Source: an optimization exercise on an open RTL-to-GDS flow (aim: small area and a short achievable clock period). Production flows keep margins and buffers that such runs may drop.
RTL that was checked went through simulation tests only; none was proved equivalent to the original.
No functional check of the RTL was part of run 8.
Power and IR drop assume default switching activity.

==> flow/design.v <==
`timescale 1ns/1ns
module CAM #(parameter SIZE=32)(
	input 							clock, reset,
	input 							enable,
	input 							command,
	input[31:0]						data,
	input[$clog2(SIZE)-1:0]			write_idx,
	output reg[$clog2(SIZE)-1:0]	read_idx,
	output reg						hit
);
	localparam IW = $clog2(SIZE);	 
	wire wr = enable & command;
	wire rd = enable & ~command;
	reg [SIZE-1:0] valid;
	wire search = rd && !reset;		 
	wire [SIZE-1:0] z;				 
	wire [3:0] we_lo;
	wire [7:0] we_hi;
	wire [SIZE-1:0] we;
	genvar i;
	generate for (i = 0; i < 4; i = i + 1) begin : pl
		assign we_lo[i] = write_idx[1:0] == i;
	end
	for (i = 0; i < 8; i = i + 1) begin : ph
		assign we_hi[i] = !reset && wr && write_idx[4:2] == i;
	end
	for (i = 0; i < SIZE; i = i + 1) begin : e
		reg [31:0] word;
		CAM_and2 u_we (.a(we_lo[i % 4]), .b(we_hi[i / 4]), .y(we[i]));
		always @(posedge clock)
			if (we[i])
				word <= data;
		wire live;
		CAM_and2 u_live (.a(valid[i]), .b(search), .y(live));
		CAM_miss u_miss (.word(word), .key(data), .valid(live), .z(z[i]));
	end endgenerate
	wire			any;
	wire [IW-1:0]	first;
	CAM_first u_first (.z(z), .hit(any), .idx(first));
	always @(posedge clock) begin
		hit <= any;
		read_idx <= first;
	end
	always @(posedge clock)
		if (reset)
			valid <= 0;
		else if (wr)
			valid[write_idx] <= 1'b1;
endmodule
module CAM_miss(
	input [31:0]	word,
	input [31:0]	key,
	input			valid,
	output			z
);
	wire [31:0]	eq1;	 
	wire [15:0]	ne2;	 
	wire [7:0]	eq4;	 
	wire [3:0]	ne8;	 
	wire [1:0]	eq16;	 
	genvar j;
	generate for (j = 0; j < 32; j = j + 1) begin : b
		CAM_xnor2 u (.a(word[j]), .b(key[j]), .y(eq1[j]));
	end
	for (j = 0; j < 16; j = j + 1) begin : p
		CAM_nand2 u (.a(eq1[2*j]), .b(eq1[2*j+1]), .y(ne2[j]));
	end
	for (j = 0; j < 8; j = j + 1) begin : n
		CAM_nor2 u (.a(ne2[2*j]), .b(ne2[2*j+1]), .y(eq4[j]));
	end
	for (j = 0; j < 4; j = j + 1) begin : y
		CAM_nand2 u (.a(eq4[2*j]), .b(eq4[2*j+1]), .y(ne8[j]));
	end endgenerate
	CAM_nor2 u_h0 (.a(ne8[0]), .b(ne8[1]), .y(eq16[0]));
	CAM_nor2 u_h1 (.a(ne8[2]), .b(ne8[3]), .y(eq16[1]));
	CAM_nand3 u_w (.a(eq16[0]), .b(eq16[1]), .c(valid), .y(z));
endmodule
module CAM_first(
	input [31:0]	z,
	output			hit,	 
	output [4:0]	idx		 
);
	genvar i, l, b;
	generate for (l = 1; l <= 5; l = l + 1) begin : t
		localparam N = 32 >> l;
		wire [N-1:0] h;
		wire [N*l-1:0] x;
		for (i = 0; i < N; i = i + 1) begin : n
			wire cl, ch;	 
			wire [l-1:0] xo;
			if (l == 1) begin : c
				assign cl = z[2*i];
				assign ch = z[2*i+1];
			end else begin : c
				assign cl = t[l-1].h[2*i];
				assign ch = t[l-1].h[2*i+1];
			end
			if (l == 5) begin : o
				CAM_nand2 u_h (.a(cl), .b(ch), .y(h[i]));
				CAM_nor2b u_t (.a(ch), .b_n(cl), .y(xo[l-1]));
				for (b = 0; b < l - 1; b = b + 1) begin : m
					CAM_a21o u (.a1(cl), .a2(t[l-1].x[(2*i+1)*(l-1) + b]), .b1(t[l-1].x[(2*i)*(l-1) + b]), .y(xo[b]));
				end
			end else if (l % 2 == 1) begin : o
				CAM_nand2  u_h (.a(cl), .b(ch), .y(h[i]));
				CAM_nand2b u_t (.a_n(ch), .b(cl), .y(xo[l-1]));
				for (b = 0; b < l - 1; b = b + 1) begin : m
					CAM_a21oi u (.a1(cl), .a2(t[l-1].x[(2*i+1)*(l-1) + b]), .b1(t[l-1].x[(2*i)*(l-1) + b]), .y(xo[b]));
				end
			end else begin : o
				CAM_nor2  u_h (.a(cl), .b(ch), .y(h[i]));
				CAM_nor2b u_t (.a(cl), .b_n(ch), .y(xo[l-1]));
				for (b = 0; b < l - 1; b = b + 1) begin : m
					CAM_o21ai u (.a1(cl), .a2(t[l-1].x[(2*i+1)*(l-1) + b]), .b1(t[l-1].x[(2*i)*(l-1) + b]), .y(xo[b]));
				end
			end
			assign x[i*l +: l] = xo;
		end
	end endgenerate
	assign hit = t[5].h[0];
	assign idx = t[5].x[4:0];
endmodule
module CAM_xnor2(input a, input b, output y);
	assign y = ~(a ^ b);
endmodule
module CAM_nand3(input a, input b, input c, output y);
	assign y = ~(a & b & c);
endmodule
module CAM_and2(input a, input b, output y);
	assign y = a & b;
endmodule
module CAM_nor2(input a, input b, output y);
	assign y = ~(a | b);
endmodule
module CAM_nand2(input a, input b, output y);
	assign y = ~(a & b);
endmodule
module CAM_nand2b(input a_n, input b, output y);
	assign y = ~(~a_n & b);
endmodule
module CAM_nor2b(input a, input b_n, output y);
	assign y = ~a & b_n;
endmodule
module CAM_a21oi(input a1, input a2, input b1, output y);
	assign y = ~((a1 & a2) | b1);
endmodule
module CAM_o21ai(input a1, input a2, input b1, output y);
	assign y = ~((a1 | a2) & b1);
endmodule
module CAM_a21o(input a1, input a2, input b1, output y);
	assign y = (a1 & a2) | b1;
endmodule
==> flow/run.sh <==
#!/bin/bash
# synth_recipe.tcl (not shown) runs the flow's synth.tcl, then flattens the netlist and writes it again
# the make line also repeats each setting of config.mk as NAME=value (left out here)
make -C /OpenROAD-flow-scripts/flow DESIGN_CONFIG=/design/flow/config.mk WORK_HOME=/design/flow/orfs CLKGATE_MAP_FILE= SYNTH_SCRIPT=/design/flow/synth_recipe.tcl finish
==> flow/config.mk <==
export PLATFORM = sky130hd
export DESIGN_NAME = CAM
export DESIGN_NICKNAME = CAM
export VERILOG_FILES = /design/flow/design.v
export SDC_FILE = /design/flow/constraint.sdc
export NUM_CORES = 4
export LEC_CHECK = 0
export CAP_MARGIN = 20
export CORE_MARGIN = 2
export CORE_UTILIZATION = 40
export CTS_BUF_LIST = sky130_fd_sc_hd__clkbuf_8
export CTS_CLUSTER_DIAMETER = 80
export CTS_CLUSTER_SIZE = 17
export SETUP_SLACK_MARGIN = 2.3
export SLEW_MARGIN = 20
export SYNTH_HIERARCHICAL = 1
export SYNTH_MINIMUM_KEEP_SIZE = 0
==> flow/constraint.sdc <==
create_clock -name core_clock -period 4.5 [get_ports {clock}]
set_input_delay 0.9000 -clock core_clock [delete_from_list [all_inputs] [get_ports {clock}]]
set_output_delay 0.9000 -clock core_clock [all_outputs]
set_load 0.01 [all_outputs]
==> impl_metrics.toml, run 1 <==
[detailed_routing]
firstDrtPassIters = 6
vias = 25200
viasPerCell = 4.82
wl_um = 110000
route.detailed.drc = 0
drtAntennaViolNets = 0
wl_per_cell_um = 21.0
drt_iter0_markers = 2060

[setup_path]
start_kind = "input port"
critical_path_class = "input port to flop"
worst-r2r-cell-count = 11
cp_data_arrival_time_ns = 2.62
end_kind = "flop"
path_cells = "dlygate4sd2_1 > nand2_2 > or3_4 > nor2_4 > and2_4"
cp_max_fo = 16
crit_path_top_delay_cell = "or3_4"
slowest_delay_ns = 0.44
cp.required_ns = 4.91
rrSetupSlack_ns = 2.46

[layout]
nets = 3713
area_growth_pct = 16.1
drive_gt1_frac = 0.131
final_util = 0.467
num-fill-cells = 10200
mostFrequentLayoutCells = "1024 x xnor2_1, 1024 x edfxtp_1, 652 x nand2_1"
fin_cells = 5226

[grt]
grt_pass1_vias = 24200
grt_max_degree = 49
antenna_found_initial = 8
track_usage = 0.185
grt_pass1_wl_um = 161000
gr-total-overflow = 0

[logic_synthesis]
syn_area_um2 = 45900
ys_seq_area_frac = 0.686
netlist_instances = 3358
yosys_warnings = 7
synth_fp_nets = 3405
syn_area_per_cell_um2 = 13.7
ys_seq_elements = 1062
netlist-cell-type-count = 36

[floorplan]
initial_core_util = 0.402
die_h_um = 343
fp-row-count = 124
ios = 47
die_area_um2 = 118000
core_um2 = 114000
die_width_um = 343

[clocking]
cts_root_buffer = "clkbuf_8"
ctsHoldBuffers = 0
clock_latency_ns = 0.75
path_clk_slew_ns = 0.12
cts_tree = "done"
cts.sinks = 1062
cts_made_buffers = 74
clock_path_buffers = 3
htreeDepth = 3

[pwr]
vdd_drop_max_v = 0.000207
cellPowerDensity_nw_per_um2 = 320
p_leak_nw = 16.5

[timing]
relSlewSlack = 0.639
worst_pin_slew_ns = 0.541
slew_viol_final = 0
tns_ns = 0
skew_ns = 0.0353
setup_violations = 0
fin_crit_sh = 0.491
hold_viol = 0
holdWs_ns = 0.472
grt_setup_unrepaired = "yes"
min_period_ns = 2.21
fmax_mhz = 453

[run_status]
status = "complete, no violations"

[placement]
portBuffers = 46
place_hpwl_um = 58500
dpl.cell_count = 4980
routabilityCongestion = 0.824

[run]
drv_cap = 0

[min_path]
hold_class = "input port to flop"
hold_path_depth = 1
## logic make-up (layout without fill, tap and decap cells)
kind of cell    count (synthesis)  in the layout  synth area share
compound gates                 65             65           0.00901
xor+xnor                     1025           1025             0.195
fa+ha+maj                       6              6           0.00163
buf+inv                        42            351           0.00392
flops                        1062           1062             0.686
other cells                     0              5                 0
simple gates                 1158           1200             0.104
## per-module statistics from Yosys (local to each module, per instance), excerpt
module | cell area [um2] | flops+latches | copies in the design
CAM | 32300 | 1062 | 1
CAM_nor2b | 13.8 | 0 | 11
CAM_a21oi | 8.76 | 0 | 8
CAM_xnor2 | 8.76 | 0 | 1024
CAM_a21o | 7.51 | 0 | 4
CAM_and2 | 6.26 | 0 | 64
CAM_nand2b | 6.26 | 0 | 20
CAM_nand3 | 5.00 | 0 | 32
CAM_o21ai | 5.00 | 0 | 14
CAM_nand2 | 3.75 | 0 | 661
CAM_nor2 | 3.75 | 0 | 330
## cell type report
cell class / count / area (um2) / share of cell area
diodes: 5 / 12.5 / 0.000235
clock buffers: 79 / 1090 / 0.0204
clock inverters: 40 / 229 / 0.00429
inverters: 35 / 131 / 0.00246
multi-input cells: 2296 / 15300 / 0.286
flip-flops and latches: 1062 / 31500 / 0.591
well taps: 1512 / 1890 / 0.0355
repair buffers: 197 / 3190 / 0.0598
## worst max-delay path, delay by kind of cell
kind / cells / cell delay (ns)
simple gates: 4 / 1.32
buf+inv: 1 / 0.38
## final timing paths
check | start | endpoint
hold reg to reg | valid[20]$_SDFFE_PP0P_ | valid[20]$_SDFFE_PP0P_
setup / recovery | command | e[27].word[27]$_DFFE_PP_
hold / removal | data[31] | e[17].word[31]$_DFFE_PP_
setup reg to reg | e[15].word[9]$_DFFE_PP_ | read_idx[0]$_DFF_P_
## metal layers
metal / up-vias / track usage / share of wire
met5: - / 0 / 0.00057
met3: 114 / 0.0300 / 0.059
met2: 548 / 0.284 / 0.45
met4: 10 / 0.0356 / 0.015
li1: 12000 / - / -
met1: 12500 / 0.278 / 0.48
## state kept, by name, indices dropped and copies added, names as in the netlist
signal / cells
hit: 1
read_idx: 5
valid: 32
e.word: 1024
## synth_stat cells
cell,number,area share
xnor2_1,1025,0.20
edfxtp_1,1024,0.67
nand2_1,669,0.055
nor2_1,338,0.028
and2_1,65,0.0089
dfxtp_1,38,0.017
nand3_1,36,0.0039
inv_1,35,0.0029
o22ai_1,31,0.0042
nand2b_1,21,0.0029
o21ai_1,14,0.0015
nor2b_4,11,0.0033
a21oi_2,8,0.0015
ha_1,6,0.0016
a21o_1,4,0.00065
nor4_1,4,0.00054
a21oi_1,3,0.00033
a2bb2oi_1,2,0.00038
clkbuf_1,2,0.00016
dlygate4sd1_1,2,0.00038
nand3b_1,2,0.00033
nor3_1,2,0.00022
o21ai_0,2,0.00022
or3_4,2,0.00049
a211oi_1,1,0.00016
buf_4,1,0.00016
buf_6,1,0.00025
clkbuf_2,1,0.00011
nand4b_1,1,0.00019
nor3b_1,1,0.00016
nor3b_2,1,0.00027
nor4b_1,1,0.00019
or2_2,1,0.00014
or2b_1,1,0.00016
or2b_2,1,0.00019
or3_2,1,0.00016
## power breakdown
group / leakage [nW] / internal (mW) / total (mW) / switching, mW
sequential: 9.52 / 10.8 / 10.9 / 0.0142
combinational: 6.17 / 0.573 / 1.35 / 0.774
clock: 0.792 / 1.76 / 4.85 / 3.09
## through the flow
stage | total power, mW | instance area (um2) | setup slack, ns
after global placement | 12.3 | 49200 | 0.991
after detailed placement | 12.3 | 49200 | 0.984
after CTS | 17.2 | 52800 | 2.21
final | 17.1 | 53300 | 2.29
after global routing | 17.7 | 53300 | 2.24
after floorplan | 11.7 | 46300 | 2.10
## timing repair
action / 4_1_cts / 5_1_grt
setup endpoints to repair: 1068 / 341
pin swaps: 26 / 0
gates cloned: 46 / 5
gates resized for setup: 229 / 110
hold endpoints to repair: 0 / 0
setup buffers: 71 / 0
==> run 2, diff against run 1 <==
--- a/flow/config.mk
+++ b/flow/config.mk
@@ -9,8 +9,8 @@
 export CORE_MARGIN = 2
 export CORE_UTILIZATION = 40
 export CTS_BUF_LIST = sky130_fd_sc_hd__clkbuf_8
-export CTS_CLUSTER_DIAMETER = 80
-export CTS_CLUSTER_SIZE = 17
+export CTS_CLUSTER_DIAMETER = 50
+export CTS_CLUSTER_SIZE = 20
 export SETUP_SLACK_MARGIN = 2.3
 export SLEW_MARGIN = 20
 export SYNTH_HIERARCHICAL = 1
==> run 2 against run 1 <==
Net effect: utilization grew 0.86 points; final area rose by 1.8%; sequential cell count is the same; hold slack got worse by 0.022 ns; final cell count is 1.5% higher; combinational power is 3% lower; sequential share of layout area fell by 1.1 points; largest cell class unchanged; setup slack lost 0.046 ns; count of clock-buffer cells in the layout up 43.
==> impl_metrics.toml, run 2 <==
[floorplan]
die_width_um = 343
initial_core_util = 0.402
die_area_um2 = 118000
fp-row-count = 124
ios = 47
die_h_um = 343
core_um2 = 114000

[logic_synthesis]
yosysMostFrequentCell = "xnor2_1"
syn_area_um2 = 45900
syn_area_per_cell_um2 = 13.7
synth_area_leaders = "edfxtp_1 67%, xnor2_1 20%, nand2_1 5.5%"
ys_async_sr_fraction = 0
synth_fp_nets = 3405
synth_area_leader_cell = "edfxtp_1"
ys_seq_area_frac = 0.686
yosys_warnings = 7
netlist_instances = 3358
ys_seq_elements = 1062
ys.flop_type = "edfxtp_1"
netlist-cell-type-count = 36
yosysTopAreaCellShare = 0.669
synth_top_cells_by_count = "1025 x xnor2_1, 1024 x edfxtp_1, 669 x nand2_1, 338 x nor2_1, 65 x and2_1"
synth_edf_count = 1024

[clocking]
ctsHoldBuffers = 0
cts_root_buffer = "clkbuf_8"
cts.sinks = 1062
cts_tree = "done"
clock_path_buffers = 3
path_clk_slew_ns = 0.10
cts_made_buffers = 113
clock_latency_ns = 0.81
htreeDepth = 3

[grt]
grt_pass1_wl_um = 162000
grt_max_degree = 49
track_usage = 0.186
gr-total-overflow = 0
antenna_found_initial = 7
grt_pass1_vias = 24500

[setup_path]
reg2reg_from = "e[4].word[10]$_DFFE_PP_"
cp_data_arrival_time_ns = 2.71
cp-startpoint = "write_idx[3]"
end_kind = "flop"
start_kind = "input port"
critical_path_class = "input port to flop"
cp_max_fo = 16
crit_path_top_delay_cell = "dlygate4sd2_1"
slowest_delay_ns = 0.68
cp.required_ns = 4.95
path_cells = "dlygate4sd2_1 > nand2b_1 > nor2_4 > and2_4"

[layout]
area_growth_pct = 18.2
regMostFlops = "e.word"
mostFrequentLayoutCells = "1024 x xnor2_1, 1024 x edfxtp_1, 651 x nand2_1"
reg.largest.list = "e.word (1024), valid (32), read_idx (5)"
largest_register_ffs = 1024
nets = 3739
final_area_um2 = 54300
drive_gt1_frac = 0.156

[detailed_routing]
viasPerCell = 4.78
wl_um = 109000
wl_per_cell_um = 20.6
drt_iter0_markers = 1989
firstDrtPassIters = 5
vias = 25400
route.detailed.drc = 0
drtAntennaViolNets = 0

[timing]
grt_setup_unrepaired = "yes"
fmax_mhz = 443
holdWs_ns = 0.451
worst_pin_slew_ns = 0.742
fin_crit_sh = 0.501
min_period_ns = 2.26
relSlewSlack = 0.506
tns_ns = 0
setup_violations = 0
hold_viol = 0
skew_ns = 0.0464
slew_viol_final = 0

[placement]
routabilityCongestion = 0.824
place_hpwl_um = 58500
place_area_um2 = 49200
portBuffers = 46

[pwr]
power.internal_mw = 14.7
p_seq_frac = 0.562
p_clk_frac = 0.370
p_comb_frac = 0.068
cellPowerDensity_nw_per_um2 = 356
vdd_drop_max_v = 0.000225
p_sw_mw = 4.64
p_leak_nw = 16.9
switching_share = 0.240

[min_path]
hold_class = "input port to flop"
worstHoldStart = "data[14]"

[run]
drv_cap = 0

[run_status]
status = "complete, no violations"
run 2: changes by cell type in the layout (fill, tap and decap cells not counted), moves of 7 or more:
cell	previous run	this run
clkinv_4	0	11
inv_6	3	14
clkinv_2	0	10
clkinvlp_4	1	19
inv_1	68	44
clkbuf_8	79	122
clkinv_8	0	7
bufinv_16	2	10
run 2: cell type report:
type / count / area (um2)
inverters: 35 / 131
multi-input cells: 2291 / 15200
clock buffers: 122 / 1680
diodes: 3 / 7.51
well taps: 1512 / 1890
flip-flops and latches: 1062 / 31500
clock inverters: 92 / 983
repair buffers: 189 / 2890
fillers: 10100 / 59900
run 2: path summary, 6_finish.rpt:
check	endpoint	slack [ns]	depth (start not counted)
worst min register to register	valid[20]$_SDFFE_PP0P_	0.47	2
worst min-delay path	e[11].word[14]$_DFFE_PP_	0.45	1
worst max register to register	read_idx[4]$_DFF_P_	2.43	11
worst max-delay path	e[14].word[2]$_DFFE_PP_	2.24	4
run 2: per-stage QoR:
stage                     setup slack (ns)  power (mW)  utilization  cells
final                                 2.24        19.3        0.476   5306
after CTS                             2.06        19.5        0.471   5297
after global routing                  2.21        20.0        0.476   5306
after floorplan                       2.10        11.7            -   3358
after detailed placement             0.984        12.3        0.431   4980
after global placement               0.991        12.3        0.431   4980
run 2: modules after synthesis (local to each module, per instance), a selection:
module     flops+latches  cell area (um2)  cells
CAM_a21o               0             7.51      1
CAM_nor2b              0             13.8      1
CAM_nor2               0             3.75      1
CAM_xnor2              0             8.76      1
CAM_nand3              0             5.00      1
CAM                 1062            32300   1190
CAM_o21ai              0             5.00      1
run 2: logic make-up (layout without fill, tap and decap cells):
logic type      count (synthesis)  after routing  synth area share
other cells                     0              3                 0
simple gates                 1158           1195             0.104
buf+inv                        42            438           0.00392
xor+xnor                     1025           1025             0.195
flops                        1062           1062             0.686
compound gates                 65             65           0.00901
fa+ha+maj                       6              6           0.00163
run 2: worst max-delay path: cells and delay by family:
family                 cells  cell delay (ns)
buffers and inverters      1             0.68
AND/OR/NAND/NOR            3             1.11
run 2: power groups by stage:
stage,clock [mW],sequential [mW],combinational [mW]
final,7.15,10.9,1.31
after global placement,0,11.1,1.19
after floorplan,0,11.1,0.599
after CTS,7.36,10.9,1.30
after global routing,7.71,10.9,1.45
after detailed placement,0,11.1,1.20
run 2: routing by layer:
metal  global-route usage  share of wire
met5                    0        0.00047
met4               0.0388          0.017
met3               0.0294          0.055
met2                0.282           0.44
met1                0.283           0.49
run 2: timing repair:
action                                   CTS  global route
endpoints found under the hold margin      0             0
resized for setup                        201           103
pin swaps                                 15             2
cloned                                    40             2
endpoints found under the setup margin  1068           376
buffers inserted                          63             4
==> run 3, diff against run 2 <==
--- a/flow/config.mk
+++ b/flow/config.mk
@@ -7,10 +7,10 @@
 export LEC_CHECK = 0
 export CAP_MARGIN = 20
 export CORE_MARGIN = 2
-export CORE_UTILIZATION = 40
+export CORE_UTILIZATION = 55
 export CTS_BUF_LIST = sky130_fd_sc_hd__clkbuf_8
-export CTS_CLUSTER_DIAMETER = 50
-export CTS_CLUSTER_SIZE = 20
+export CTS_CLUSTER_DIAMETER = 80
+export CTS_CLUSTER_SIZE = 12
 export SETUP_SLACK_MARGIN = 2.3
 export SLEW_MARGIN = 20
 export SYNTH_HIERARCHICAL = 1
==> run 3 against run 2 <==
Net effect: setup slack improved by 0.020 ns; utilization increased by 17 points; clock power decreased by 26%; final cell count decreased by 8.6%; first-iteration DRC count increased by 23%; global-route usage increased by 8.6 points; highest routed layer unchanged; register-to-register slack got worse by 0.07 ns; non-clock buffer count increased by 37.
==> impl_metrics.toml, run 3 <==
[timing]
fin_crit_sh = 0.497
setup_violations = 0
holdWs_ns = 0.398
worst_pin_slew_ns = 0.637
hold_viol = 0
slew_viol_final = 0
fmax_mhz = 447
relSlewSlack = 0.576
grt_setup_unrepaired = "yes"
min_period_ns = 2.24
skew_ns = 0.0412
fin_ws_ns = 2.26
tns_ns = 0

[logic_synthesis]
ys_seq_elements = 1062
synth_top_cells_by_count = "1025 x xnor2_1, 1024 x edfxtp_1, 669 x nand2_1, 338 x nor2_1, 65 x and2_1"
yosysTopAreaCellShare = 0.669
synth_area_leader_cell = "edfxtp_1"
synth_fp_nets = 3405
syn_area_per_cell_um2 = 13.7
synth_area_leaders = "edfxtp_1 67%, xnor2_1 20%, nand2_1 5.5%"
synth-xor-area-share = 0.195
synth_mux_area_frac = 0
yosys_warnings = 7
synth_edf_count = 1024
ys_seq_area_frac = 0.686
netlist-cell-type-count = 36
synth_top_family_by_area = "XOR/XNOR gates"
synth_compound_area_frac = 0.00901
ys.flop_type = "edfxtp_1"
yosysMostFrequentCell = "xnor2_1"
syn_area_um2 = 45900
netlist_instances = 3358
ys_async_sr_fraction = 0
synth-simple-area-share = 0.104
synth_adder_area_share = 0.00163

[layout]
mostFrequentLayoutCells = "1024 x edfxtp_1, 1023 x xnor2_1, 651 x nand2_1"
drive_gt1_frac = 0.143
nets = 3761
regMostFlops = "e.word"
final_common_cell = "edfxtp_1"
largest_register_ffs = 1024
num-fill-cells = 6119
multiInputGateArea_um2 = 15200
reg.largest.list = "e.word (1024), valid (32), read_idx (5)"
final_util = 0.648
seqCellArea_um2 = 31500
area_growth_pct = 16.3

[detailed_routing]
wl_um = 127000
firstDrtPassIters = 5
route.detailed.drc = 0
vias = 26800
drtAntennaViolNets = 0
drt_iter0_markers = 2445
viasPerCell = 5.52
wl_per_cell_um = 26.2

[grt]
grt_use_met3 = 0.0458
gr-total-overflow = 0
grt_busiest_layer = "met2"
track_usage = 0.272
grt_pass1_wl_um = 169000
grt_pass1_vias = 25700
grt_max_degree = 49
grt_use_met1 = 0.383
grt_use_met2 = 0.439
antenna_found_initial = 11

[placement]
routabilityCongestion = 0.820
place_ws_ns = 0.932
place_hpwl_um = 62600
portBuffers = 46

[pwr]
p_comb_frac = 0.090
p_sw_mw = 4.21
power.internal_mw = 13.6
p_clk_frac = 0.299
p_leak_nw = 17.0
switching_share = 0.237
p_seq_frac = 0.611
cellPowerDensity_nw_per_um2 = 333
total_power_mw = 17.8
vdd_drop_max_v = 0.000251

[clocking]
cts_root_buffer = "clkbuf_8"
cts_made_buffers = 98
path_clk_slew_ns = 0.08
clock_path_buffers = 3
cts_tree = "done"
cts.sinks = 1062
htreeDepth = 3
clock_latency_ns = 0.75

[run]
drv_cap = 0

[floorplan]
core_um2 = 82400
die_h_um = 293
initial_core_util = 0.558
fp-row-count = 105
ios = 47
die_width_um = 293
die_area_um2 = 85900

[setup_path]
path_cells = "dlygate4sd2_1 > nand2_1 > or3_4 > nor3_4 > buf_4 > and2_4"
cp_max_fo = 16
crit_path_top_delay_cell = "or3_4"
path_buf_inv = 2
end_kind = "flop"
crit_family = "simple AND/OR/NAND/NOR gates"
slowest_delay_ns = 0.44
start_kind = "input port"
cp.required_ns = 4.92
critical_path_class = "input port to flop"
cp_data_arrival_time_ns = 2.65

[min_path]
hold_class = "input port to flop"

[run_status]
status = "complete, no violations"
-- run 3: cell counts after synthesis --
Identical to the previous run, type by type.
-- run 3: cell type report --
class / count / share of cell area
flip-flops and latches: 1062 / 0.590
multi-input cells: 2291 / 0.285
repair buffers: 226 / 0.0661
clock buffers: 100 / 0.0258
well taps: 1070 / 0.0251
clock inverters: 63 / 0.00497
inverters: 35 / 0.00246
diodes: 2 / 0.0000937
-- run 3: kinds of logic (layout without fill, tap and decap cells) --
group,count (synthesis),count (layout)
XOR/XNOR,1025,1025
adder cells (fa/ha/maj),6,6
flip-flops,1062,1062
buffers and inverters,42,424
other,0,2
AO/OA/AOI/OAI,65,65
AND/OR/NAND/NOR,1158,1195
-- run 3: modules after synthesis (local to each module, per instance), a selection --
module,cell area (um2),times used
CAM,32300,1
CAM_a21o,7.51,4
CAM_and2,6.26,64
CAM_nand2,3.75,661
CAM_nand3,5.00,32
CAM_nor2b,13.8,11
CAM_o21ai,5.00,14
CAM_xnor2,8.76,1024
-- run 3: worst paths after layout --
kind                              endpoint  cells past startpoint  slack (ns)                     from
hold / removal    e[23].word[19]$_DFFE_PP_                      1        0.40                 data[19]
setup reg to reg       read_idx[2]$_DFF_P_                     11        2.36  e[0].word[14]$_DFFE_PP_
hold reg to reg      valid[0]$_SDFFE_PP0P_                      2        0.46    valid[0]$_SDFFE_PP0P_
setup / recovery    e[1].word[4]$_DFFE_PP_                      6        2.26                  command
-- run 3: repair_timing --
item                        CTS  global route
hold buffers                  0             0
resized for setup           228            99
cloned                       43            21
setup buffers                33            40
pin swaps                    23             4
setup endpoints to repair  1068           333
-- run 3: metrics by stage --
step,instances,instance area (um2)
6_report,4849,53400
5_1_grt,4848,53400
4_1_cts,4786,52100
3_5_place_dp,4547,48800
3_3_place_gp,4547,48800
2_1_floorplan,3358,46300
-- run 3: worst register-to-register path: cells and delay by family, from the launching register on --
family                    cells  cell delay [ns]
AOI/OAI and AO/OA             1             0.19
DFF                           1             0.39
and+or+nand+nor               9             1.27
xor gates and xnor gates      1             0.17
-- run 3: power by group through the flow --
stage	Sequential, mW	Clock, mW	Combinational, mW
final	10.9	5.32	1.60
after global routing	10.9	5.77	1.70
after CTS	10.9	5.41	1.43
after detailed placement	11.1	0	1.29
after global placement	11.1	0	1.26
after floorplan	11.1	0	0.599
-- run 3: metal layers --
layer | share of wire | vias to the layer above | wire (um)
li1 | - | 12100 | -
met1 | 0.42 | 13500 | 53300
met2 | 0.47 | 972 | 60000
met3 | 0.080 | 188 | 10200
met4 | 0.028 | 6 | 3570
met5 | 0.00031 | - | 39
==> run 4, diff against run 3 <==
--- a/flow/config.mk
+++ b/flow/config.mk
@@ -7,7 +7,7 @@
 export LEC_CHECK = 0
 export CAP_MARGIN = 20
 export CORE_MARGIN = 2
-export CORE_UTILIZATION = 55
+export CORE_UTILIZATION = 70
 export CTS_BUF_LIST = sky130_fd_sc_hd__clkbuf_8
 export CTS_CLUSTER_DIAMETER = 80
 export CTS_CLUSTER_SIZE = 12
==> run 4 against run 3 <==
Net effect: still clean; global-route usage increased by 6.1 points; critical path depth increased by 7; register-to-register slack gained 0.02 ns.
==> impl_metrics.toml, run 4 <==
[pwr]
vdd_drop_max_v = 0.000372
cellPowerDensity_nw_per_um2 = 332
power.internal_mw = 13.6
total_power_mw = 17.6
p_leak_nw = 16.8
p_comb_frac = 0.092
p_seq_frac = 0.616
switching_share = 0.231
p_sw_mw = 4.08
p_clk_frac = 0.292

[detailed_routing]
wirelength_met1_um = 46700
drtAntennaViolNets = 0
drt_iter0_markers = 3705
firstDrtPassIters = 6
topRoutingLayerUsed = "met5"
vias = 27900
route.detailed.drc = 0
wl_met2_um = 58500
wl_per_cell_um = 27.1
viasPerCell = 6.06
wl_um = 125000
wl_met3_um = 14300

[setup_path]
crit_path_top_delay_cell = "buf_16"
cp_max_fo = 39
path_cells = "buf_16 > buf_16 > xnor2_1 > nand2_1 > nor2_1 > nand2_1 > nor2_1 > nand3_1 > nand2_1 > nor2_1 > nand2b_1 > o21ai_1 > a21o_1"
cp_data_arrival_time_ns = 2.92
critical_path_class = "input port to flop"
end_kind = "flop"
cp.required_ns = 5.18
worst-r2r-cell-count = 11
slowest_delay_ns = 0.24
r2r-end = "read_idx[1]$_DFF_P_"
reg2reg_from = "e[5].word[9]$_DFFE_PP_"
rrSetupSlack_ns = 2.38
start_kind = "input port"

[timing]
grt_setup_unrepaired = "no"
min_period_ns = 2.24
relSlewSlack = 0.560
fin_crit_sh = 0.497
fmax_mhz = 447
skew_ns = 0.0282
worst_pin_slew_ns = 0.660
hold_viol = 0
tns_ns = 0
setup_violations = 0
slew_viol_final = 0

[layout]
regMostFlops = "e.word"
nets = 3748
reg.largest.list = "e.word (1024), valid (32), read_idx (5)"
largest_register_ffs = 1024
final_common_cell = "edfxtp_1"
area_growth_pct = 15.5
drive_gt1_frac = 0.141
mostFrequentLayoutCells = "1024 x edfxtp_1, 1023 x xnor2_1, 652 x nand2_1"

[grt]
track_usage = 0.333
grt_max_degree = 57
gr-total-overflow = 0
antenna_found_initial = 8
grt_pass1_vias = 26600
grt_pass1_wl_um = 164000

[logic_synthesis]
synth_fp_nets = 3405
syn_area_um2 = 45900
synth_edf_count = 1024
ys_async_sr_fraction = 0
ys_seq_elements = 1062
yosys_warnings = 7
ys_seq_area_frac = 0.686
synth_area_leaders = "edfxtp_1 67%, xnor2_1 20%, nand2_1 5.5%"
yosysMostFrequentCell = "xnor2_1"
syn_area_per_cell_um2 = 13.7
ys.flop_type = "edfxtp_1"
netlist-cell-type-count = 36
yosysTopAreaCellShare = 0.669
synth_area_leader_cell = "edfxtp_1"
netlist_instances = 3358
synth_top_cells_by_count = "1025 x xnor2_1, 1024 x edfxtp_1, 669 x nand2_1, 338 x nor2_1, 65 x and2_1"

[min_path]
hold_path_depth = 1
worstHoldStart = "data[16]"
hold_end = "e[4].word[16]$_DFFE_PP_"
hold_class = "input port to flop"

[placement]
portBuffers = 46
place_hpwl_um = 60900
routabilityCongestion = 0.897

[floorplan]
fp-row-count = 93
ios = 47
die_area_um2 = 67700
initial_core_util = 0.710
die_h_um = 260
core_um2 = 64700
die_width_um = 260

[clocking]
cts_made_buffers = 98
ctsHoldBuffers = 0
cts_root_buffer = "clkbuf_8"
clock_path_buffers = 3
clock_latency_ns = 0.75
cts.sinks = 1062
htreeDepth = 3
cts_tree = "done"
path_clk_slew_ns = 0.08

[run_status]
status = "complete, no violations"

[run]
drv_cap = 0
## run 4: through the flow
stage / cells / hold WS [ns] / utilization / instance area, um2 / setup slack, ns
3_5_place_dp: 4324 / 0.442 / 0.750 / 48500 / 0.859
6_report: 4602 / 0.444 / 0.820 / 53100 / 2.26
2_1_floorplan: 3358 / 0.421 / - / 46300 / 2.10
3_3_place_gp: 4324 / 0.437 / 0.750 / 48500 / 0.916
4_1_cts: 4537 / 0.453 / 0.797 / 51600 / 2.24
5_1_grt: 4601 / 0.419 / 0.820 / 53000 / 2.21
## run 4: power groups by stage
| stage | Sequential (mW) | Combinational [mW] | Clock (mW) |
|---|---|---|---|
| after floorplan | 11.1 | 0.599 | 0 |
| after global placement | 11.1 | 1.21 | 0 |
| after detailed placement | 11.1 | 1.26 | 0 |
| after CTS | 10.9 | 1.40 | 5.20 |
| after global routing | 10.9 | 1.70 | 5.52 |
| final | 10.9 | 1.63 | 5.14 |
## run 4: layout make-up
class | instances | area (um2)
clock inverter | 43 | 190
antenna | 3 | 7.51
multi-input combinational | 2294 | 15300
fill | 3459 | 11600
tap | 855 | 1070
clock buffer | 100 | 1380
sequential | 1062 | 31500
inverter | 35 | 131
timing repair buffer | 210 | 3450
## run 4: per-layer routing
metal  track usage  up-vias
met3        0.0413      298
met5             0        -
li1              -    12100
met4         0.119        4
met2         0.537     1659
met1         0.476    13800
## run 4: cells by family after synthesis
group / count (synthesis) / share of synthesized area
buffers and inverters: 42 / 0.00392
AO/OA/AOI/OAI: 65 / 0.00901
XOR/XNOR: 1025 / 0.195
AND/OR/NAND/NOR: 1158 / 0.104
flip-flops: 1062 / 0.686
adder cells (fa/ha/maj): 6 / 0.00163
## run 4: worst max path at each step
stage                  from                       to  slack [ns]  cells after the start
2_1_floorplan         reset      read_idx[0]$_DFF_P_        2.10                      9
3_3_place_gp          reset  e[20].word[5]$_DFFE_PP_        0.92                      6
3_5_place_dp          reset  e[20].word[4]$_DFFE_PP_        0.86                      6
4_1_cts        write_idx[0]    valid[9]$_SDFFE_PP0P_        2.24                      7
5_1_grt            data[22]      read_idx[2]$_DFF_P_        2.21                     14
6_report           data[13]      read_idx[2]$_DFF_P_        2.26                     13
## run 4: what timing repair did
action | CTS | global route
setup endpoints to repair | 1068 | 832
endpoints found under the hold margin | 0 | 0
cloned | 44 | 27
pin swaps | 16 | 6
gates resized for setup | 225 | 122
buffers inserted | 26 | 35
## run 4: worst max-delay path: cells and delay by family
| family | cells | cell delay (ns) |
|---|---|---|
| xor+xnor | 1 | 0.15 |
| compound gates | 2 | 0.31 |
| simple gates | 8 | 1.04 |
| buf+inv | 2 | 0.47 |
## run 4: per-module statistics from Yosys, one instance, submodules excluded, a selection
| module | copies in the design | flip-flops and latches | cells | cell area, um2 |
|---|---|---|---|---|
| CAM | 1 | 1062 | 1190 | 32300 |
| CAM_a21o | 4 | 0 | 1 | 7.51 |
| CAM_a21oi | 8 | 0 | 1 | 8.76 |
| CAM_and2 | 64 | 0 | 1 | 6.26 |
| CAM_nand2 | 661 | 0 | 1 | 3.75 |
| CAM_nand2b | 20 | 0 | 1 | 6.26 |
| CAM_nand3 | 32 | 0 | 1 | 5.00 |
| CAM_nor2b | 11 | 0 | 1 | 13.8 |
| CAM_o21ai | 14 | 0 | 1 | 5.00 |
==> run 5, diff against run 4 <==
--- a/flow/config.mk
+++ b/flow/config.mk
@@ -7,7 +7,7 @@
 export LEC_CHECK = 0
 export CAP_MARGIN = 20
 export CORE_MARGIN = 2
-export CORE_UTILIZATION = 70
+export CORE_UTILIZATION = 40
 export CTS_BUF_LIST = sky130_fd_sc_hd__clkbuf_8
 export CTS_CLUSTER_DIAMETER = 80
 export CTS_CLUSTER_SIZE = 12
@@ -15,3 +15,4 @@
 export SLEW_MARGIN = 20
 export SYNTH_HIERARCHICAL = 1
 export SYNTH_MINIMUM_KEEP_SIZE = 0
+export TNS_END_PERCENT = 10
==> run 5 against run 4 <==
Net effect: sequential share of layout area increased by 0.73 points; synthesized cell count unchanged; non-clock buffer count decreased by 61; clock power increased by 3%; total power decreased by 1.0%; critical path depth decreased by 9; critical path type unchanged.
==> impl_metrics.toml, run 5 <==
[setup_path]
path_cells = "clkdlybuf4s50_1 > nand2b_1 > nor2_4 > and2_4"
endpoint = "e[8].word[17]$_DFFE_PP_"
cp.required_ns = 4.89
start_kind = "input port"
crit_family = "simple AND/OR/NAND/NOR gates"
r2r-end = "read_idx[0]$_DFF_P_"
end_kind = "flop"
slowest_delay_ns = 0.63
cp_data_arrival_time_ns = 2.68
crit_cells = 4
rrSetupSlack_ns = 2.47
crit_path_top_delay_cell = "clkdlybuf4s50_1"
critical_path_class = "input port to flop"
cp-startpoint = "write_idx[4]"
reg2reg_from = "e[2].word[6]$_DFFE_PP_"
worst-r2r-cell-count = 11
path_buf_inv = 1
cp_max_fo = 16

[timing]
worst_pin_slew_ns = 0.626
fin_crit_sh = 0.510
setup_violations = 0
grt_setup_unrepaired = "yes"
fmax_mhz = 436
hold_viol = 0
skew_ns = 0.0449
slew_viol_final = 0
min_period_ns = 2.29
tns_ns = 0
relSlewSlack = 0.583

[grt]
grt_busiest_layer = "met2"
grt_use_met1 = 0.269
antenna_found_initial = 16
gr-total-overflow = 0
grt_max_degree = 65
grt_pass1_vias = 24100
grt_use_met2 = 0.278
track_usage = 0.183
grt_use_met3 = 0.0392
grt_pass1_wl_um = 159000

[floorplan]
die_width_um = 343
fp-row-count = 124
die_area_um2 = 118000
core_um2 = 114000
ios = 47
die_h_um = 343
initial_core_util = 0.402

[layout]
area_growth_pct = 14.1
regMostFlops = "e.word"
num-fill-cells = 10300
reg.largest.list = "e.word (1024), valid (32), read_idx (5)"
fin_cells = 5204
drive_gt1_frac = 0.123
largest_register_ffs = 1024
nets = 3683
mostFrequentLayoutCells = "1024 x xnor2_1, 1024 x edfxtp_1, 653 x nand2_1"

[logic_synthesis]
synth_fp_nets = 3405
netlist_instances = 3358
yosysMostFrequentCell = "xnor2_1"
synth_area_leaders = "edfxtp_1 67%, xnor2_1 20%, nand2_1 5.5%"
ys.flop_type = "edfxtp_1"
synth_top_cells_by_count = "1025 x xnor2_1, 1024 x edfxtp_1, 669 x nand2_1, 338 x nor2_1, 65 x and2_1"
syn_area_per_cell_um2 = 13.7
syn_area_um2 = 45900
yosys_warnings = 7
netlist-cell-type-count = 36
ys_seq_area_frac = 0.686
synth_edf_count = 1024
synth_area_leader_cell = "edfxtp_1"
yosysTopAreaCellShare = 0.669
ys_seq_elements = 1062
ys_async_sr_fraction = 0

[clocking]
path_clk_slew_ns = 0.08
cts.sinks = 1062
htreeDepth = 3
clock_latency_ns = 0.76
cts_root_buffer = "clkbuf_8"
cts_tree = "done"
clock_path_buffers = 3
cts_made_buffers = 99

[placement]
portBuffers = 46
dpl.cell_count = 4984
routabilityCongestion = 0.814
place_hpwl_um = 59900

[pwr]
p_comb_frac = 0.075
p_clk_frac = 0.302
p_leak_nw = 16.2
vdd_drop_max_v = 0.000242
power.internal_mw = 13.5
p_sw_mw = 3.97
switching_share = 0.228
p_seq_frac = 0.622
cellPowerDensity_nw_per_um2 = 333

[detailed_routing]
viasPerCell = 4.82
wl_per_cell_um = 20.6
drt_iter0_markers = 2066
wl_um = 107000
firstDrtPassIters = 5
vias = 25100
route.detailed.drc = 0
drtAntennaViolNets = 0

[min_path]
hold_class = "flop to flop"

[run_status]
status = "complete, no violations"

[run]
drv_cap = 0
==> run 5: cell counts after synthesis <==
Identical to the previous run, type by type.
==> run 5: worst min path at each step <==
| stage | startpoint | end | slack, ns | cells past startpoint |
|---|---|---|---|---|
| 2_1_floorplan | valid[0]$_SDFFE_PP0P_ | valid[0]$_SDFFE_PP0P_ | 0.42 | 2 |
| 3_3_place_gp | valid[0]$_SDFFE_PP0P_ | valid[0]$_SDFFE_PP0P_ | 0.43 | 2 |
| 3_5_place_dp | valid[0]$_SDFFE_PP0P_ | valid[0]$_SDFFE_PP0P_ | 0.44 | 2 |
| 4_1_cts | data[7] | e[1].word[7]$_DFFE_PP_ | 0.44 | 1 |
| 5_1_grt | data[1] | e[14].word[1]$_DFFE_PP_ | 0.45 | 1 |
| 6_report | valid[26]$_SDFFE_PP0P_ | valid[26]$_SDFFE_PP0P_ | 0.47 | 2 |
==> run 5: worst reg2reg max path, stage by stage, from the launching register on <==
cell      delay (ns)
edfxtp_1        0.39
xnor2_1         0.14
nand2_1         0.06
nor2_1          0.21
nand2_1         0.10
nor2_2          0.27
nand3_1         0.17
nand2_2         0.13
nor2_4          0.06
a21oi_2         0.13
o21ai_1         0.09
a21o_1          0.16
==> run 5: cell type report <==
class | instances | area [um2] | area share
Antenna cell | 5 | 12.5 | 0.000239
Clock buffer | 102 | 1400 | 0.0268
Sequential cell | 1062 | 31500 | 0.602
Timing Repair Buffer | 149 | 2050 | 0.0391
Tap cell | 1512 | 1890 | 0.0361
Clock inverter | 50 | 218 | 0.00415
Multi-Input combinational cell | 2289 | 15200 | 0.290
Inverter | 35 | 131 | 0.00251
==> run 5: stage by stage <==
step	utilization	setup slack, ns	instance area, um2	hold slack [ns]	total power [mW]
global route	0.459	2.18	52400	0.452	18.1
floorplan	-	2.10	46300	0.421	11.7
CTS	0.458	2.17	52300	0.437	17.7
global placement	0.432	0.975	49400	0.432	12.3
detailed placement	0.432	0.988	49400	0.444	12.3
finish	0.459	2.21	52400	0.475	17.4
==> run 5: per-module statistics from Yosys (local to each module, per instance), excerpt <==
module     flip-flops and latches  area [um2]  cells inside
CAM_a21o                        0        7.51             1
CAM_xnor2                       0        8.76             1
CAM                          1062       32300          1190
CAM_and2                        0        6.26             1
CAM_a21oi                       0        8.76             1
CAM_nor2b                       0        13.8             1
==> run 5: cells by family (layout without fill, tap and decap cells) <==
| logic type | count (synthesis) | after routing | share of synthesized area |
|---|---|---|---|
| flip-flops | 1062 | 1062 | 0.686 |
| XOR/XNOR | 1025 | 1025 | 0.195 |
| AND/OR/NAND/NOR | 1158 | 1193 | 0.104 |
| adder cells (fa/ha/maj) | 6 | 6 | 0.00163 |
| buffers and inverters | 42 | 336 | 0.00392 |
| AO/OA/AOI/OAI | 65 | 65 | 0.00901 |
| other | 0 | 5 | 0 |
==> run 5: timing repair <==
item / in CTS / in global routing
endpoints found under the setup margin: 1068 / 921
buffers inserted: 22 / 1
hold buffers: 0 / 0
gates cloned: 39 / 1
pin swaps: 29 / 2
gates resized for setup: 232 / 18
==> run 5: layer usage <==
layer / vias up / share of wire
li1: 11900 / -
met1: 12400 / 0.47
met2: 545 / 0.44
met3: 153 / 0.065
met4: 16 / 0.019
met5: - / 0.00094
==> run 5: power by group through the flow <==
stage	combinational [mW]	clock (mW)	sequential (mW)
3_3_place_gp	1.20	0	11.1
4_1_cts	1.33	5.47	10.9
5_1_grt	1.45	5.82	10.9
2_1_floorplan	0.596	0	11.1
6_report	1.31	5.28	10.9
3_5_place_dp	1.22	0	11.1
==> run 6, diff against run 5 <==
--- a/flow/config.mk
+++ b/flow/config.mk
@@ -15,4 +15,3 @@
 export SLEW_MARGIN = 20
 export SYNTH_HIERARCHICAL = 1
 export SYNTH_MINIMUM_KEEP_SIZE = 0
-export TNS_END_PERCENT = 10
==> run 6 against run 5 <==
Net effect: still clean on timing, DRC and antenna; first-iteration DRC count down 3.7%; global-route usage increased by 0.18 points; fmax increased by 4.4%; hold slack got worse by 0.0037 ns; via count is 0.71% higher; area after synthesis unchanged; setup slack better by 0.098 ns; critical path type unchanged; largest cell class unchanged.
==> impl_metrics.toml, run 6 <==
[run_status]
status = "complete, no violations"

[detailed_routing]
wl_um = 110000
wirelength_met1_um = 51600
wl_per_cell_um = 20.8
drtAntennaViolNets = 0
vias = 25300
viasPerCell = 4.80
firstDrtPassIters = 5
wl_met3_um = 7470
drt_iter0_markers = 1990
topRoutingLayerUsed = "met5"
wl_met2_um = 48300
route.detailed.drc = 0

[timing]
slew_viol_final = 0
hold_viol = 0
fin_ws_ns = 2.30
relSlewSlack = 0.652
fin_crit_sh = 0.488
tns_ns = 0
setup_violations = 0
holdWs_ns = 0.471
grt_setup_unrepaired = "yes"
fmax_mhz = 455
min_period_ns = 2.20
skew_ns = 0.0377
worst_pin_slew_ns = 0.521

[floorplan]
ios = 47
initial_core_util = 0.402
die_width_um = 343
die_area_um2 = 118000
fp-row-count = 124
core_um2 = 114000
die_h_um = 343

[grt]
antenna_found_initial = 13
track_usage = 0.184
grt_max_degree = 49
grt_pass1_wl_um = 160000
gr-total-overflow = 0
grt_pass1_vias = 24400

[logic_synthesis]
synth_area_leaders = "edfxtp_1 67%, xnor2_1 20%, nand2_1 5.5%"
synth_edf_count = 1024
synth_area_leader_cell = "edfxtp_1"
syn_area_um2 = 45900
netlist_instances = 3358
yosys_warnings = 7
yosysTopAreaCellShare = 0.669
netlist-cell-type-count = 36
ys_seq_area_frac = 0.686
synth_top_cells_by_count = "1025 x xnor2_1, 1024 x edfxtp_1, 669 x nand2_1, 338 x nor2_1, 65 x and2_1"
ys_seq_elements = 1062
syn_area_per_cell_um2 = 13.7
yosysMostFrequentCell = "xnor2_1"
ys_async_sr_fraction = 0
synth_fp_nets = 3405
ys.flop_type = "edfxtp_1"

[placement]
routabilityCongestion = 0.824
place_hpwl_um = 58500
portBuffers = 46
place_area_um2 = 49200
place_ws_ns = 0.984

[pwr]
total_power_mw = 17.5
cellPowerDensity_nw_per_um2 = 327
vdd_drop_max_v = 0.000245
p_leak_nw = 16.7

[setup_path]
end_kind = "flop"
cp.required_ns = 4.96
worst-r2r-cell-count = 11
cp_max_fo = 14
critical_path_class = "input port to flop"
endpoint = "e[2].word[9]$_DFFE_PP_"
cp_data_arrival_time_ns = 2.65
r2r-end = "read_idx[0]$_DFF_P_"
cp-startpoint = "command"
reg2reg_from = "e[13].word[14]$_DFFE_PP_"
rrSetupSlack_ns = 2.48
start_kind = "input port"

[layout]
area_growth_pct = 16.7
mostFrequentLayoutCells = "1024 x xnor2_1, 1024 x edfxtp_1, 652 x nand2_1"
drive_gt1_frac = 0.135
reg.largest.list = "e.word (1024), valid (32), read_idx (5)"
regMostFlops = "e.word"
largest_register_ffs = 1024
final_area_um2 = 53600
num-fill-cells = 10100
nets = 3739

[clocking]
cts_tree = "done"
clock_path_buffers = 3
cts.sinks = 1062
path_clk_slew_ns = 0.08
cts_made_buffers = 100
htreeDepth = 3
cts_root_buffer = "clkbuf_8"
clock_latency_ns = 0.76

[min_path]
hold_class = "flop to flop"

[run]
drv_cap = 0
run 6: cell types whose count changed in the layout (fill, tap and decap cells not counted), moves of 3 or more:
cell	previous run	this run
inv_6	4	1
inv_1	78	84
nor2_1	283	286
clkbuf_16	1	5
buf_16	6	12
buf_8	12	19
buf_4	53	39
buf_12	41	83
and2_4	60	66
buf_6	23	30
run 6: repair_timing:
action                                  in CTS  in global routing
hold buffers                                 0                  0
endpoints found under the setup margin    1068                537
gates resized for setup                    224                 97
setup buffers                               74                  0
cloned                                      43                  5
pin swaps                                   20                  0
run 6: cell type report:
type,count,area (um2),share of cell area
clock inverters,54,228,0.00425
multi-input cells,2293,15200,0.284
flip-flops and latches,1062,31500,0.588
clock buffers,103,1420,0.0264
repair buffers,200,3200,0.0596
well taps,1512,1890,0.0353
inverters,35,131,0.00245
diodes,3,7.51,0.000140
run 6: kinds of logic (layout without fill, tap and decap cells):
| group | Yosys count | count (layout) | share of synthesized area |
|---|---|---|---|
| AOI/OAI and AO/OA | 65 | 65 | 0.00901 |
| adders and majority gates | 6 | 6 | 0.00163 |
| buffers and inverters | 42 | 392 | 0.00392 |
| DFF | 1062 | 1062 | 0.686 |
| and+or+nand+nor | 1158 | 1197 | 0.104 |
| xor gates and xnor gates | 1025 | 1025 | 0.195 |
| other | 0 | 3 | 0 |
run 6: worst min-delay path by stage:
| stage | from | endpoint | slack, ns | cells after the start |
|---|---|---|---|---|
| after floorplan | valid[0]$_SDFFE_PP0P_ | valid[0]$_SDFFE_PP0P_ | 0.42 | 2 |
| after global placement | valid[17]$_SDFFE_PP0P_ | valid[17]$_SDFFE_PP0P_ | 0.45 | 2 |
| after detailed placement | valid[17]$_SDFFE_PP0P_ | valid[17]$_SDFFE_PP0P_ | 0.46 | 2 |
| after CTS | data[20] | e[14].word[20]$_DFFE_PP_ | 0.44 | 1 |
| after global routing | data[31] | e[17].word[31]$_DFFE_PP_ | 0.43 | 1 |
| final | valid[20]$_SDFFE_PP0P_ | valid[20]$_SDFFE_PP0P_ | 0.47 | 2 |
run 6: per-module statistics from Yosys, one instance, submodules excluded, a selection:
module	cells inside	flops+latches
CAM_o21ai	1	0
CAM_nand3	1	0
CAM_nand2b	1	0
CAM_nand2	1	0
CAM_xnor2	1	0
CAM_nor2b	1	0
CAM_a21o	1	0
CAM_a21oi	1	0
CAM	1190	1062
CAM_nor2	1	0
run 6: critical path, cell delays in order:
cell	delay [ns]
clkdlybuf4s15_1	0.35
nand2_2	0.17
or3_4	0.44
nor3_4	0.25
buf_12	0.18
and2_4	0.18
buf_12	0.15
run 6: per-layer routing:
| metal | track usage | up-vias |
|---|---|---|
| li1 | - | 12000 |
| met1 | 0.271 | 12500 |
| met2 | 0.279 | 596 |
| met3 | 0.0408 | 135 |
| met4 | 0.0396 | 10 |
| met5 | 0.00841 | - |
run 6: power by group:
part / internal [mW] / switching [mW] / leakage (nW)
Clock: 2.11 / 3.22 / 1.02
Combinational: 0.566 / 0.770 / 6.16
Sequential: 10.8 / 0.0142 / 9.52
Total: 13.5 / 4.00 / 16.7
run 6: per-stage QoR:
step,instances,utilization
after floorplan,3358,-
after global placement,4980,0.431
after detailed placement,4980,0.431
after CTS,5254,0.465
after global routing,5262,0.470
final,5262,0.470
==> run 7, diff against run 6 <==
--- a/flow/config.mk
+++ b/flow/config.mk
@@ -15,3 +15,4 @@
 export SLEW_MARGIN = 20
 export SYNTH_HIERARCHICAL = 1
 export SYNTH_MINIMUM_KEEP_SIZE = 0
+export TNS_END_PERCENT = 30
==> run 7 against run 6 <==
Net effect: wire length grew 4.7%; first-iteration DRC count grew 6.3%; sequential cell count is the same; global-route usage down 1.2 points; die area unchanged; combinational power grew 7%; utilization is 0.40 points lower; setup slack lost 0.058 ns.
==> impl_metrics.toml, run 7 <==
[run_status]
status = "complete, no violations"

[layout]
drive_gt1_frac = 0.127
nets = 3702
regMostFlops = "e.word"
largest_register_ffs = 1024
final_util = 0.466
area_growth_pct = 15.7
mostFrequentLayoutCells = "1024 x xnor2_1, 1024 x edfxtp_1, 652 x nand2_1"
num-fill-cells = 10200
fin_cells = 5235
reg.largest.list = "e.word (1024), valid (32), read_idx (5)"

[logic_synthesis]
synth-simple-area-share = 0.104
synth_top_family_by_area = "XOR/XNOR gates"
netlist_instances = 3358
synth-xor-area-share = 0.195
synth_mux_area_frac = 0
syn_area_um2 = 45900
ys_seq_elements = 1062
synth_top_cells_by_count = "1025 x xnor2_1, 1024 x edfxtp_1, 669 x nand2_1, 338 x nor2_1, 65 x and2_1"
yosys_warnings = 7
synth_compound_area_frac = 0.00901
synth_area_leader_cell = "edfxtp_1"
ys.flop_type = "edfxtp_1"
netlist-cell-type-count = 36
synth_edf_count = 1024
ys_seq_area_frac = 0.686
synth_adder_area_share = 0.00163
synth_fp_nets = 3405
syn_area_per_cell_um2 = 13.7
yosysMostFrequentCell = "xnor2_1"
synth_area_leaders = "edfxtp_1 67%, xnor2_1 20%, nand2_1 5.5%"
yosysTopAreaCellShare = 0.669
ys_async_sr_fraction = 0

[pwr]
vdd_drop_max_v = 0.000223
p_leak_nw = 16.6
cellPowerDensity_nw_per_um2 = 332

[clocking]
cts_made_buffers = 99
ctsHoldBuffers = 0
clock_latency_ns = 0.77
cts.sinks = 1062
cts_root_buffer = "clkbuf_8"
htreeDepth = 3
cts_tree = "done"
clock_path_buffers = 3
path_clk_slew_ns = 0.08

[setup_path]
end_kind = "output pin"
reg2reg_from = "e[16].word[10]$_DFFE_PP_"
rrSetupSlack_ns = 2.50
critical_path_class = "flop to output pin"
r2r-end = "read_idx[0]$_DFF_P_"
worst-r2r-cell-count = 11
cp_max_fo = 1
path_buf_inv = 1
crit_family = "flip-flops"
cp_data_arrival_time_ns = 1.35
cp.required_ns = 3.60
start_kind = "flop"
crit_path_top_delay_cell = "dfxtp_4"
slowest_delay_ns = 0.38
path_cells = "clkdlybuf4s15_2"

[timing]
tns_ns = 0
grt_setup_unrepaired = "yes"
min_period_ns = 2.25
fmax_mhz = 444
fin_ws_ns = 2.25
hold_viol = 0
fin_crit_sh = 0.501
setup_violations = 0
skew_ns = 0.0337
relSlewSlack = 0.600
slew_viol_final = 0
worst_pin_slew_ns = 0.601

[min_path]
hold_class = "input port to flop"
hold_path_depth = 1
worstHoldStart = "data[18]"
hold_end = "e[1].word[18]$_DFFE_PP_"

[run]
drv_cap = 0

[grt]
grt_max_degree = 65
gr-total-overflow = 0
track_usage = 0.172
grt_pass1_vias = 23500
antenna_found_initial = 7
grt_pass1_wl_um = 151000

[detailed_routing]
wl_per_cell_um = 21.9
route.detailed.drc = 0
wl_um = 115000
vias = 25500
viasPerCell = 4.87
drt_iter0_markers = 2116
firstDrtPassIters = 8
drtAntennaViolNets = 0

[floorplan]
fp-row-count = 124
die_width_um = 343
core_um2 = 114000
ios = 47
initial_core_util = 0.402
die_h_um = 343
die_area_um2 = 118000

[placement]
place_ws_ns = 0.798
dpl.cell_count = 4988
routabilityCongestion = 0.768
place_hpwl_um = 58200
portBuffers = 46
==> run 7: cell counts after synthesis <==
Identical to the previous run, type by type.
==> run 7: cell type report <==
cell class / instances / area (um2) / share of cell area
multi-input cells: 2281 / 15100 / 0.284
clock buffers: 104 / 1430 / 0.0269
diodes: 2 / 5.00 / 0.0000941
inverters: 35 / 131 / 0.00247
clock inverters: 63 / 251 / 0.00473
well taps: 1512 / 1890 / 0.0356
flip-flops and latches: 1062 / 31500 / 0.593
repair buffers: 176 / 2820 / 0.0530
==> run 7: where the power goes <==
group,switching (mW),leakage (nW),internal [mW]
Sequential,0.0144,9.52,10.8
Clock,3.24,1.07,2.12
Combinational,0.835,5.98,0.603
==> run 7: what timing repair did <==
item | in CTS | in global routing
pin swaps | 10 | 11
buffers inserted | 7 | 21
endpoints found under the hold margin | 0 | 0
setup endpoints to repair | 1068 | 1020
resized for setup | 125 | 185
gates cloned | 17 | 33
==> run 7: cell families after synthesis <==
kind of cell	after synthesis
AOI/OAI and AO/OA	65
buffers and inverters	42
xor gates and xnor gates	1025
adders and majority gates	6
DFF	1062
and+or+nand+nor	1158
==> run 7: stage by stage <==
step / area (um2) / hold WS [ns] / power (mW)
floorplan: 46300 / 0.421 / 11.7
global placement: 49400 / 0.453 / 12.3
detailed placement: 49400 / 0.459 / 12.3
CTS: 51700 / 0.461 / 17.7
global route: 53200 / 0.420 / 18.3
finish: 53200 / 0.464 / 17.7
==> run 7: worst max-delay path by stage <==
stage / start / to / slack (ns) / cells past startpoint
after global routing: hit$_DFF_P_ / hit / 2.17 / 1
after floorplan: reset / read_idx[0]$_DFF_P_ / 2.10 / 9
final: read_idx[3]$_DFF_P_ / read_idx[3] / 2.25 / 1
after CTS: write_idx[1] / e[9].word[30]$_DFFE_PP_ / 2.15 / 4
after global placement: command / e[5].word[20]$_DFFE_PP_ / 0.78 / 6
after detailed placement: command / e[5].word[20]$_DFFE_PP_ / 0.80 / 6
==> run 7: per-module statistics from Yosys, one instance, submodules excluded, a selection <==
module	area (um2)	flip-flops and latches
CAM_nand3	5.00	0
CAM_a21o	7.51	0
CAM_o21ai	5.00	0
CAM_nor2	3.75	0
CAM_nand2	3.75	0
CAM_xnor2	8.76	0
CAM_nor2b	13.8	0
CAM_nand2b	6.26	0
CAM_a21oi	8.76	0
CAM	32300	1062
CAM_and2	6.26	0
==> run 7: layer usage <==
| layer | vias up | routed length [um] | GRT usage |
|---|---|---|---|
| met3 | 130 | 7110 | 0.0282 |
| met5 | - | 41 | 0 |
| li1 | 11900 | - | - |
| met1 | 12700 | 53500 | 0.255 |
| met2 | 649 | 52200 | 0.267 |
| met4 | 6 | 1790 | 0.0361 |
==> run 8, diff against run 7 <==
--- a/flow/design.v
+++ b/flow/design.v
@@ -30,9 +30,7 @@
 		always @(posedge clock)
 			if (we[i])
 				word <= data;
-		wire live;
-		CAM_and2 u_live (.a(valid[i]), .b(search), .y(live));
-		CAM_miss u_miss (.word(word), .key(data), .valid(live), .z(z[i]));
+		CAM_miss u_miss (.word(word), .key(data), .valid(valid[i]), .search(search), .z(z[i]));
 	end endgenerate
 	wire			any;
 	wire [IW-1:0]	first;
@@ -51,6 +49,7 @@
 	input [31:0]	word,
 	input [31:0]	key,
 	input			valid,
+	input			search,
 	output			z
 );
 	wire [31:0]	eq1;	 
@@ -73,7 +72,7 @@
 	end endgenerate
 	CAM_nor2 u_h0 (.a(ne8[0]), .b(ne8[1]), .y(eq16[0]));
 	CAM_nor2 u_h1 (.a(ne8[2]), .b(ne8[3]), .y(eq16[1]));
-	CAM_nand3 u_w (.a(eq16[0]), .b(eq16[1]), .c(valid), .y(z));
+	CAM_nand4 u_w (.a(eq16[0]), .b(eq16[1]), .c(valid), .d(search), .y(z));
 endmodule
 module CAM_first(
 	input [31:0]	z,
@@ -123,8 +122,8 @@
 module CAM_xnor2(input a, input b, output y);
 	assign y = ~(a ^ b);
 endmodule
-module CAM_nand3(input a, input b, input c, output y);
-	assign y = ~(a & b & c);
+module CAM_nand4(input a, input b, input c, input d, output y);
+	assign y = ~(a & b & c & d);
 endmodule
 module CAM_and2(input a, input b, output y);
 	assign y = a & b;
--- a/flow/config.mk
+++ b/flow/config.mk
@@ -15,4 +15,3 @@
 export SLEW_MARGIN = 20
 export SYNTH_HIERARCHICAL = 1
 export SYNTH_MINIMUM_KEEP_SIZE = 0
-export TNS_END_PERCENT = 30
==> run 8 against run 7 <==
Net effect: still clean; clock skew is 0.013 ns higher; global-route usage is 0.80 points higher; first-iteration DRC count is 12% higher; fmax is 1.5% higher; total power hardly changed; non-clock buffer count is 39 higher; utilization is 0.91 points higher; largest cell class unchanged.
==> impl_metrics.toml, run 8 <==
[detailed_routing]
route.detailed.drc = 0
drtAntennaViolNets = 0
drt_iter0_markers = 2371
wl_um = 120000
viasPerCell = 4.92
firstDrtPassIters = 5
wl_per_cell_um = 23.0
vias = 25700

[logic_synthesis]
synth_area_leader_cell = "edfxtp_1"
syn_area_um2 = 45800
ys_async_sr_fraction = 0
syn_area_per_cell_um2 = 13.8
synth_edf_count = 1024
ys.flop_type = "edfxtp_1"
yosysTopAreaCellShare = 0.672
ys_seq_area_frac = 0.688
synth_area_leaders = "edfxtp_1 67%, xnor2_1 20%, nand2_1 5.5%"
ys_seq_elements = 1062
yosysMostFrequentCell = "xnor2_1"
synth_fp_nets = 3373
synth_top_cells_by_count = "1025 x xnor2_1, 1024 x edfxtp_1, 669 x nand2_1, 338 x nor2_1, 38 x dfxtp_1"
yosys_warnings = 7
netlist_instances = 3326
netlist-cell-type-count = 37

[setup_path]
cp.required_ns = 4.94
start_kind = "input port"
cp_max_fo = 16
path_cells = "dlygate4sd2_1 > nand2_1 > nor2_4 > and2_4 > buf_12"
crit_path_top_delay_cell = "dlygate4sd2_1"
crit_family = "simple AND/OR/NAND/NOR gates"
cp_data_arrival_time_ns = 2.66
end_kind = "flop"
slowest_delay_ns = 0.64
critical_path_class = "input port to flop"
path_buf_inv = 2

[layout]
reg.largest.list = "e.word (1024), valid (32), read_idx (5)"
mostFrequentLayoutCells = "1024 x xnor2_1, 1024 x edfxtp_1, 657 x nand2_1"
nets = 3716
regMostFlops = "e.word"
area_growth_pct = 18.1
num-fill-cells = 9887
drive_gt1_frac = 0.135
largest_register_ffs = 1024

[timing]
skew_ns = 0.0464
tns_ns = 0
hold_viol = 0
relSlewSlack = 0.541
fin_crit_sh = 0.493
worst_pin_slew_ns = 0.688
min_period_ns = 2.22
slew_viol_final = 0
fin_ws_ns = 2.28
setup_violations = 0
grt_setup_unrepaired = "yes"
fmax_mhz = 450

[floorplan]
die_h_um = 342
ios = 47
die_width_um = 342
initial_core_util = 0.402
die_area_um2 = 117000
core_um2 = 114000
fp-row-count = 124

[clocking]
clock_latency_ns = 0.76
cts_made_buffers = 99
path_clk_slew_ns = 0.08
cts.sinks = 1062
clock_path_buffers = 3
htreeDepth = 3
cts_root_buffer = "clkbuf_8"
cts_tree = "done"

[pwr]
cellPowerDensity_nw_per_um2 = 327
p_leak_nw = 16.9
vdd_drop_max_v = 0.000184

[grt]
grt_max_degree = 53
grt_pass1_wl_um = 156000
track_usage = 0.180
gr-total-overflow = 0
antenna_found_initial = 7
grt_pass1_vias = 24100

[placement]
routabilityCongestion = 0.781
portBuffers = 46
place_ws_ns = 0.970
place_hpwl_um = 58600

[run]
drv_cap = 0

[run_status]
status = "complete, no violations"

[min_path]
hold_class = "input port to flop"
==> run 8: changes by cell type after synthesis <==
cell,previous run,this run
and2_1,65,33
nand3_1,36,4
nand4_1,0,32
==> run 8: report_power, final <==
group / switching (mW) / internal [mW]
combinational: 0.842 / 0.640
sequential: 0.0146 / 10.8
clock: 3.20 / 2.11
==> run 8: final timing paths <==
| check | from | end | slack [ns] | cells past startpoint |
|---|---|---|---|---|
| worst min register to register | valid[4]$_SDFFE_PP0P_ | valid[4]$_SDFFE_PP0P_ | 0.48 | 2 |
| worst max register to register | e[11].word[14]$_DFFE_PP_ | read_idx[0]$_DFF_P_ | 2.52 | 11 |
| worst max-delay path | write_idx[4] | e[18].word[6]$_DFFE_PP_ | 2.28 | 5 |
| worst min-delay path | data[9] | e[8].word[9]$_DFFE_PP_ | 0.45 | 1 |
==> run 8: worst reg2reg max path: cells and delay by family, from the launching register on <==
kind             cells  cell delay [ns]
XOR/XNOR             1             0.17
flip-flops           1             0.39
AND/OR/NAND/NOR      6             0.90
AO/OA/AOI/OAI        4             0.47
==> run 8: kinds of logic after synthesis <==
| kind of cell | synth area share |
|---|---|
| fa+ha+maj | 0.00164 |
| flops | 0.688 |
| simple gates | 0.101 |
| compound gates | 0.00905 |
| xor+xnor | 0.196 |
| buf+inv | 0.00394 |
==> run 8: cell type report <==
cell class                 count  area, um2  share of cell area
inverter                      35        131             0.00243
multi-input combinational   2256      15000               0.277
timing repair buffer         215       3940              0.0728
tap                         1512       1890              0.0350
clock buffer                 101       1390              0.0257
clock inverter                49        224             0.00414
antenna                        2       5.00           0.0000926
sequential                  1062      31500               0.583
==> run 8: per-module statistics from Yosys (local to each module, per instance), a selection <==
module	flip-flops and latches	area [um2]	cells inside
CAM	1062	32300	1190
CAM_a21o	0	7.51	1
CAM_a21oi	0	8.76	1
CAM_and2	0	6.26	1
CAM_nand2	0	3.75	1
CAM_nand2b	0	6.26	1
CAM_nand4	0	6.26	1
CAM_nor2	0	3.75	1
CAM_nor2b	0	13.8	1
CAM_o21ai	0	5.00	1
CAM_xnor2	0	8.76	1
==> run 8: metrics by stage <==
stage	power [mW]	cell area, um2	instances	utilization	hold WS [ns]
after global routing	18.3	54100	5231	0.475	0.404
final	17.7	54100	5232	0.475	0.446
after CTS	17.7	52400	5173	0.460	0.433
after detailed placement	12.3	49000	4942	0.430	0.464
after floorplan	11.7	46000	3326	-	0.425
after global placement	12.3	49000	4942	0.430	0.461
==> run 8: repair_timing <==
item / 4_1_cts / 5_1_grt
cloned: 26 / 40
pin swaps: 15 / 10
hold buffers: 0 / 0
endpoints found under the setup margin: 1068 / 957
gates resized for setup: 214 / 145
buffers inserted: 55 / 17
==> run 8: metal layers <==
| metal | global-route usage | up-vias | routed length, um |
|---|---|---|---|
| met5 | 0 | - | 45 |
| met3 | 0.0337 | 115 | 8880 |
| met1 | 0.265 | 12900 | 54700 |
| li1 | - | 12000 | - |
| met2 | 0.276 | 756 | 54700 |
| met4 | 0.0430 | 8 | 1800 |

==> separate check: timing with driven ports <==
How much do the figures lean on ideal ports? The routed layouts below were timed once more, with nothing changed but the port constraints.
Step 1, drivers: a clkbuf_16 drives clock and a buf_2 each remaining input, both assumed.
Step 2 also shifts input and output timing later by t, the mid clock arrival at the registers, as if the neighbouring blocks saw the same clock.
Slacks: no drivers / after step 1 / after step 2; pairs: no drivers / after step 1.
| run | t (ns) | setup WS [ns] |
|---|---|---|
| run 1 | 0.802 | 2.290 / 2.232 / 1.430 |
| run 2 | 0.851 | 2.244 / 2.173 / 1.323 |
| run 3 | 0.806 | 2.264 / 2.175 / 1.369 |
| run 4 | 0.804 | 2.262 / 2.122 / 1.317 |
| run 5 | 0.799 | 2.207 / 2.192 / 1.393 |
| run 6 | 0.812 | 2.305 / 2.242 / 1.431 |
| run 7 | 0.818 | 2.246 / 2.174 / 1.356 |
| run 8 | 0.804 | 2.280 / 2.211 / 1.406 |
After both steps setup and hold are still met in every run listed.
